What follows belongs to an exercise in optimizing a design on an open flow for small area; a production flow would make more cautious choices. Only the layout flow was run in this run; the RTL was not checked for function there. Power and IR drop assume default switching activity.

## design/flow/config.mk

```make
export PLATFORM = sky130hd
export DESIGN_NAME = fifo
export DESIGN_NICKNAME = fifo
export VERILOG_FILES = /design/flow/design.v
export SDC_FILE = /design/flow/constraint.sdc
export NUM_CORES = 4
export LEC_CHECK = 0
export CAP_MARGIN = 20
export CORE_MARGIN = 2
export CORE_UTILIZATION = 40
export SLEW_MARGIN = 20
```

## design/flow/constraint.sdc

```tcl
create_clock -name core_clock -period 5.0 [get_ports {clk}]
set_input_delay 1.0000 -clock core_clock [delete_from_list [all_inputs] [get_ports {clk}]]
set_output_delay 1.0000 -clock core_clock [all_outputs]
set_load 0.01 [all_outputs]
```

## design/flow/design.v

```verilog
module fifo_ns(wr_en, rd_en, state, data_count, next_state); 
  input wr_en, rd_en; 
  input[2:0] state; 
  input[3:0] data_count; 
  output reg[2:0] next_state; 
    always @(*) begin
        if (wr_en == 1'b1 && data_count !== 4'b1000) begin
            next_state = 3'b001;  
        end 
		  else if (rd_en == 1'b1 && data_count != 4'b0000) begin
            next_state = 3'b010;  
        end 
		  else if (wr_en == 1'b1 && data_count == 4'b1000) begin
            next_state = 3'b101;  
        end 
		  else if (rd_en == 1'b1 && data_count == 4'b0000) begin
            next_state = 3'b110;  
        end 
		  else if (wr_en == 1'b0 && rd_en == 1'b0) begin
            next_state = 3'b111;  
        end
		  else begin
			next_state<=state;
		  end
    end
endmodule
module fifo_out(state, data_count, full, empty, wr_ack, wr_err, rd_ack, rd_err);
  input[2:0] state;
  input[3:0] data_count;
  output reg full, empty, wr_ack, wr_err, rd_ack, rd_err;
    always @(*) begin
		wr_ack = 1'b0;
        wr_err = 1'b0;
        rd_ack = 1'b0;
        rd_err = 1'b0;
        full = 1'b0;
        empty = 1'b0;
		  case (state)
            3'b000, 3'b111: begin  
                wr_ack = 1'b0;
                wr_err = 1'b0;
                rd_ack = 1'b0;
                rd_err = 1'b0;
            end
            3'b001: begin  
                wr_ack = 1'b1;
                wr_err = 1'b0;
                rd_ack = 1'b0;
                rd_err = 1'b0;
            end
            3'b010: begin  
                wr_ack = 1'b0;
                wr_err = 1'b0;
                rd_ack = 1'b1;
                rd_err = 1'b0;
            end
            3'b101: begin  
                wr_ack = 1'b0;
                wr_err = 1'b1;
                rd_ack = 1'b0;
                rd_err = 1'b0;
            end
            3'b110: begin  
                wr_ack = 1'b0;
                wr_err = 1'b0;
                rd_ack = 1'b0;
                rd_err = 1'b1;
            end
        endcase
		  if (data_count == 4'b1000) begin  
            full = 1'b1;
        end
        if (data_count == 4'b0000) begin  
            empty = 1'b1;
        end
    end
endmodule
module fifo_cal(state, head, tail, data_count, we, re, next_head, next_tail, next_data_count);
  input[2:0] state, head, tail;
  input[3:0] data_count;
  output reg we, re;
  output reg[2:0] next_head, next_tail;
  output reg[3:0] next_data_count;
  always @(*) begin
	we=1'b0;
	re=1'b0;
	case (state)
		3'b001: begin 
			case (data_count)
				4'b1000: begin 
					next_head<=head;
					next_tail<=tail;
					next_data_count<=data_count;
					we=1'b0;
				end
				default: begin 
					next_head<=head;
					next_tail<=tail+1;
					next_data_count<=data_count+1;
					we=1'b1;
				end
			endcase
		end
		3'b010: begin 
			case (data_count)
				4'b0000: begin 
					next_head<=head;
					next_tail<=tail;
					next_data_count<=data_count;
					re=1'b0;
				end
				default: begin 
					next_head<=head+1;
					next_tail<=tail;
					next_data_count<=data_count-1;
					re=1'b1;
				end
			endcase
		end
		default: begin 
			next_head<=head;
			next_tail<=tail;
			next_data_count<=data_count;
		end
	 endcase
	end
endmodule
module _3to8_decoder(wAddr, out_decoder); 
	input[2:0] wAddr;
	output reg[7:0] out_decoder;
	always @(*) begin
		  out_decoder = 8'b00000000;
		  case (wAddr)
            3'b000: out_decoder = 8'b00000001;
            3'b001: out_decoder = 8'b00000010;
            3'b010: out_decoder = 8'b00000100;
            3'b011: out_decoder = 8'b00001000;
            3'b100: out_decoder = 8'b00010000;
            3'b101: out_decoder = 8'b00100000;
            3'b110: out_decoder = 8'b01000000;
            3'b111: out_decoder = 8'b10000000;
        endcase
	end
endmodule
module register_en(clk, en, d, q); 
	input clk, en;
	input [31:0] d;
	output reg[31:0] q;
  always @(posedge clk) begin 
		if(en==1'b1)
			q<=d;
		else
			q<=q;
	end
endmodule
module _8to1_mux_32bits(q0, q1, q2, q3, q4, q5, q6, q7, rAddr, rData, re); 
	input[31:0] q0, q1, q2, q3, q4, q5, q6, q7;
	input[2:0] rAddr;
  	input re;
	output reg[31:0] rData;
  always @(*) begin
    if(re==1'b1) begin 
		case(rAddr)
			3'b000: rData<=q0;
			3'b001: rData<=q1;
			3'b010: rData<=q2;
			3'b011: rData<=q3;
			3'b100: rData<=q4;
			3'b101: rData<=q5;
			3'b110: rData<=q6;
			3'b111: rData<=q7;
		endcase
    end
    else begin
      rData<=8'h00000000; 
    end
  end
endmodule
module register(wAddr, rAddr, wData, we, re, clk, rData);
  input [2:0] wAddr, rAddr; 
  input [31:0] wData; 
  input we, re, clk; 
  output [31:0] rData; 
	wire [7:0] out_decoder, en_register;
	wire[31:0] out_write[7:0];
	_3to8_decoder decoder_in_reg(wAddr, out_decoder);
	assign en_register[0]=we&out_decoder[0];
	assign en_register[1]=we&out_decoder[1];
	assign en_register[2]=we&out_decoder[2];
	assign en_register[3]=we&out_decoder[3];
	assign en_register[4]=we&out_decoder[4];
	assign en_register[5]=we&out_decoder[5];
	assign en_register[6]=we&out_decoder[6];
	assign en_register[7]=we&out_decoder[7];
	register_en reg0(clk, en_register[0], wData, out_write[0]);
	register_en reg1(clk, en_register[1], wData, out_write[1]);
	register_en reg2(clk, en_register[2], wData, out_write[2]);
	register_en reg3(clk, en_register[3], wData, out_write[3]);
	register_en reg4(clk, en_register[4], wData, out_write[4]);
	register_en reg5(clk, en_register[5], wData, out_write[5]);
	register_en reg6(clk, en_register[6], wData, out_write[6]);
	register_en reg7(clk, en_register[7], wData, out_write[7]);
  _8to1_mux_32bits mux_rData(out_write[0], out_write[1], out_write[2], out_write[3], out_write[4], out_write[5], out_write[6], out_write[7], rAddr, rData, re);
endmodule
module dff_r_3bits(clk, reset_n, d, q); 
	input clk,reset_n;
	input [2:0] d;
	output reg [2:0] q;
	always@(posedge clk or negedge reset_n)
	begin
      if(reset_n == 0) q <= 0; 
		else q <= d;
	end
endmodule
module dff_r_4bits(clk, reset_n, d, q); 
	input clk,reset_n;
	input [3:0] d;
	output reg [3:0] q;
	always@(posedge clk or negedge reset_n)
	begin
      if(reset_n == 0) q <= 0; 
		else q <= d;
	end
endmodule
module dff_r_32bits(clk, reset_n, d, q); 
	input clk,reset_n;
	input [31:0] d;
	output reg [31:0] q;
	always@(posedge clk or negedge reset_n)
	begin
      if(reset_n == 0) q <= 0; 
		else q <= d;
	end
endmodule
module mux_2_32bits(A, B, S, Y);
	input S;
	input[31:0] A, B;
	output[31:0] Y;
  assign Y=(S==1'b0)?A:B; 
endmodule
module fifo(clk, reset_n, rd_en, wr_en, d_in, d_out, full, empty, wr_ack, wr_err, rd_ack, rd_err, data_count, next_data_count); 
  input clk, reset_n, rd_en, wr_en;
  input[31:0] d_in;
  output full, empty, wr_ack, wr_err, rd_ack, rd_err;
  output[3:0] data_count, next_data_count;
  output[31:0] d_out;
  wire[2:0] state, head, tail, next_state, next_head, next_tail;
  wire we, re;
  wire[3:0] cal_data_count;
  wire[31:0] rData, reg_rData;
  fifo_ns Next_state_logic(wr_en, rd_en, state, data_count, next_state); 
  fifo_out Output_logic(state, data_count, full, empty, wr_ack, wr_err, rd_ack, rd_err); 
  fifo_cal Calculate_logic(next_state, head, tail, data_count, we, re, next_head, next_tail, next_data_count);
  register register_file(tail, head, d_in, we, re, clk, rData); 
  dff_r_3bits state_dff(clk, reset_n, next_state, state); 
  dff_r_4bits data_count_dff(clk, reset_n, next_data_count, data_count); 
  dff_r_3bits tail_dff(clk, reset_n, next_tail, tail); 
  dff_r_3bits head_dff(clk, reset_n, next_head, head); 
  mux_2_32bits mux_rData(32'b0, rData, re, reg_rData); 
  dff_r_32bits dout_dff(clk, reset_n, reg_rData, d_out); 
endmodule
```

## design/flow/run.sh

```bash
#!/bin/bash
# synth_recipe.tcl (not shown) runs the flow's synth.tcl, then flattens the netlist and writes it again
# the make line also repeats each setting of config.mk as NAME=value (left out here)
make -C /OpenROAD-flow-scripts/flow DESIGN_CONFIG=/design/flow/config.mk WORK_HOME=/design/flow/orfs CLKGATE_MAP_FILE= SYNTH_SCRIPT=/design/flow/synth_recipe.tcl finish
```

==> key figures <==
Outcome
  – Outcome: timing/DRC/antenna clean

Clocking
  – Clk root buf: clkbuf_16
  – # resized after CTS: 0
  – Clock sink total: 301
  – Register clock-pin slew on the reported worst setup and hold paths: 0.06 ns
  – Number of hold buffers added after cts: 0
  – TritonCTS clock tree: yes
  – TritonCTS buffer count: 31
  – Clock Latency Late Sink: 0.55 ns
  – Clock buffer depth: 3
  – Post-CTS setup-driven buffer insertion count: 0
  – H-tree depth: 1

Setup path
  – Number of cells on the worst reg-to-reg path: 5
  – Crit Path Class: in -> out
  – Worst reg2reg setup slack: 2.18 ns
  – Type of element launching the critical path: primary input
  – Critical path data required time: 4.00 ns
  – Worst Path Max Fanout: 13
  – Arrival time reported for the critical path endpoint: 3.25 ns
  – FF-to-FF Start: head_dff.q[2]
  – End of the worst register-to-register path: dout_dff.q[8]
  – Setup crit end kind: output pin

Yosys
  – Count of unique library cells instantiated by Yosys: 45
  – Library cell with the largest summed area after synthesis: edfxtp_1
  – Syn Nets: 685
  – Dominant cells by area after synthesis: edfxtp_1 (67%), dfrtp_1 (9.9%), a222oi_1 (2.8%), mux2_2 (2.8%), nor3_2 (2.5%)
  – Yosys top cell area share: 0.673
  – Area fraction in compound gates after synthesis: 0.0805
  – Number of enable flip-flop cells after synthesis: 256
  – Primary FF master, synth: edfxtp_1
  – Summed instance area of the synthesized netlist: 11,400 um2
  – Share of the yosys chip area belonging to registers: 0.771
  – Synthesized instance count: 634
  – Async set or reset register ratio after synthesis: 0.150
  – Flops & latches, synth: 301
  – Post-synthesis mux area share: 0.0368
  – Post-synthesis share of cell area spent on and, or, nand and nor gates: 0.0696
  – Xor/xnor share of the synthesized area: 0.00230
  – Adder and majority gate portion of the synthesized area: 0.0164
  – Number of warnings reported in the yosys synthesis log: 10
  – Main combinational cell family by area after synthesis: compound AO/OA/AOI/OAI gates
  – Average instance area after synthesis: 18.0 um2

Floorplan
  – Core Region: 27,900 um2
  – Number of placement rows: 61
  – Die ar.: 29,900 um2
  – Die boundary width: 173 um
  – IO Pins: 82
  – Initial standard-cell utilization of the core: 0.409
  – Die outline height: 173 um

Power and ir drop
  – Switching fraction of total power: 0.300
  – Reg power frac: 0.415
  – IR Drop Worst-Case VDD: 0.337 mV
  – Pwr/cell area: 595 nW/um2
  – Clock network power share: 0.305
  – Total power draw: 8160 uW
  – Leak pwr: 0.00474 uW
  – Power dissipated by switching net loads: 2450 uW
  – Comb pwr share: 0.281
  – Design internal power: 5710 uW

Drt
  – First-pass iteration count of the detailed router: 7
  – Via count: 6,115
  – Antenna-violating nets left: 0
  – Drt wl/cell: 22.3 um
  – Via density per instance: 5.45
  – Iteration-0 DRC count of the detailed router: 642
  – Count of unresolved DRC violations after routing: 0
  – Final wirelength: 25.1 mm

STA
  – Maximum clock rate: 235 MHz
  – RSZ-0062 raised after global routing: no
  – Max-slew violation count: 0
  – Total count of hold-check failures in the final report: 0
  – Setup TNS: 0 ns
  – Worst setup skew after layout: 0.0100 ns
  – Min Clock Period, post-route: 4.25 ns
  – Slew at the pin closest to its max-slew limit: 1.09 ns
  – Share of the cycle needed by the critical path after routing: 0.849
  – Relative slew margins: 0.270
  – Final setup violation count: 0

Global routing
  – Global-route wire length before repair: 37.9 mm
  – Remaining global-route overflow: 0
  – Antenna violations before repair: 1
  – Pin count of the biggest net entering global routing: 53
  – Total global-route track usage: 0.166
  – Vias in the first global route: 6,460

Worst hold path
  – Hold path cells: 2
  – Path category of the worst min-delay check: reg -> reg
  – Hold Startpoint: register_file.reg0.q[18]
  – Hold Path End: dout_dff.q[18]

Finish
  – Net count, final: 771
  – Layout overhead on the synthesized area: 20.1%
  – Layout Cells excl Fill: 1,123
  – Ratio of cells with drive above 1 in the final layout: 0.185
  – Final cell utilization of the core: 0.491
  – N_diodes: 0

Placement
  – Placed cells: 1,065
  – Final HPWL DP: 12.8 mm
  – I/O Buffers: 81
  – Last weighted congestion value of the routability-driven placer: 0.746

Flow run
  – Max-cap violations: 0
-- worst max-delay path: stages --
cell and delay, ns:
clkdlybuf4s50_1 0.66, and2_1 0.43, nor3_1 0.15, a221oi_1 0.40
clkdlybuf4s50_1 0.61
-- cells in the mapped netlist, drive strengths merged (6+ instances only) --
cell type / n
edfxtp: 256
a222oi: 32
mux2: 37
and3: 30
nor2: 33
clkbuf: 17
o211a: 8
a22o: 8
dfrtp: 45
buf: 23
inv: 11
o21ai: 8
nor3: 33
ha: 15
a221oi: 19
a22oi: 24
nand2: 6
-- flip-flops by register name, summed over array words and instances (netlist names) --
name and flops:
tail_dff.q 3, state_dff.q 3, register_file.reg4.q 32, register_file.reg3.q 32, register_file.reg7.q 32, register_file.reg6.q 32
dout_dff.q 32, register_file.reg1.q 32, register_file.reg2.q 32, register_file.reg0.q 32, head_dff.q 3, register_file.reg5.q 32
data_count_dff.q 4
-- cell usage in the layout (no fill, tap or decap), types with 2 or more instances in the layout --
master and instances:
nor3_2 29, inv_1 10, nand3_1 2, o21ai_1 3, mux2_1 8, clkbuf_16 31, mux2_2 28, and3_1 27
clkinv_2 6, nor2_1 33, buf_4 12, nor3_1 4, clkdlybuf4s50_1 80, o211a_1 8, o21ai_0 5, clkbuf_1 4
ha_1 13, a21oi_1 2, bufinv_16 7, and3_2 3, xnor2_1 3, nand3b_1 2, o221a_2 2, a22o_1 8
a221oi_1 18, nand4_1 2, dfrtp_1 44, clkinvlp_4 2, and3b_1 2, ha_2 2, edfxtp_1 256, a222oi_1 32
a22oi_1 24, clkbuf_8 5, nor3b_1 2, nand2_1 6
-- power by group through the flow --
| stage | Clock [uW] | Sequential (uW) | Combinational, uW |
|---|---|---|---|
| floorplan | 0 | 3410 | 1450 |
| global placement | 0 | 3410 | 2260 |
| detailed placement | 0 | 3440 | 2320 |
| CTS | 2540 | 3390 | 2330 |
| global route | 2640 | 3430 | 2480 |
| finish | 2490 | 3380 | 2290 |
-- metrics by stage --
| step | setup WS [ns] | hold slack [ns] | cell area, um2 |
|---|---|---|---|
| after floorplan | 2.02 | 0.472 | 11400 |
| after global placement | 0.883 | 0.481 | 12600 |
| after detailed placement | 0.763 | 0.490 | 12600 |
| after CTS | 0.755 | 0.502 | 13700 |
| after global routing | 0.617 | 0.534 | 13700 |
| final | 0.753 | 0.496 | 13700 |
-- worst max path at each step --
stage	from	endpoint	slack [ns]	cells past startpoint
floorplan	wr_en	next_data_count[1]	2.02	4
global placement	wr_en	next_data_count[1]	0.88	5
detailed placement	wr_en	next_data_count[1]	0.76	5
CTS	wr_en	next_data_count[1]	0.76	5
global route	wr_en	next_data_count[1]	0.62	5
finish	wr_en	next_data_count[1]	0.75	5
-- cells by family (layout without fill, tap and decap cells) --
group,after synthesis,count (layout)
flip-flops,301,301
AND/OR/NAND/NOR,121,121
AO/OA/AOI/OAI,106,106
buffers and inverters,51,162
multiplexers,37,37
adder cells (fa/ha/maj),15,15
XOR/XNOR,3,3
-- cell type report --
class	instances	area, um2
inverters	11	41.3
clock inverters	18	277
repair buffers	93	896
well taps	378	473
clock buffers	40	860
multi-input cells	282	2360
flip-flops and latches	301	8810
fillers	2335	14200
-- routing by layer --
layer / global-route usage / share of wire / wire (um) / vias to the layer above
li1: - / - / - / 2734
met1: 0.215 / 0.42 / 10600 / 3144
met2: 0.288 / 0.50 / 12600 / 203
met3: 0.0292 / 0.058 / 1460 / 32
met4: 0.0441 / 0.017 / 425 / 2
met5: 0 / 0.00052 / 13 / -

[afterwards: timing with drivers on the ports]
How much do the figures lean on ideal ports? The routed layout below was timed once more, with nothing changed but the port constraints.
Step 1 assumes that a clkbuf_16 drives the clock port and a buf_2 every other input.
Step 2, shift: input delay + t, output delay - t, t = (earliest + latest rising clock arrival at the registers) / 2. This alone moves slack from input paths to output paths.
a / b / c = ideal / step 1 / step 2; a / b = the first two.
t (ns): 0.594
setup slack, ns: 0.753 / 0.722 / 0.722
clock arrival spread, ns: 0.014 / 0.014
pins driven straight from the clock port: 1
After both steps setup and hold are still met in this run. For this run, drivers alone change the setup slack by -0.031 ns; drivers and shift together by -0.031 ns.
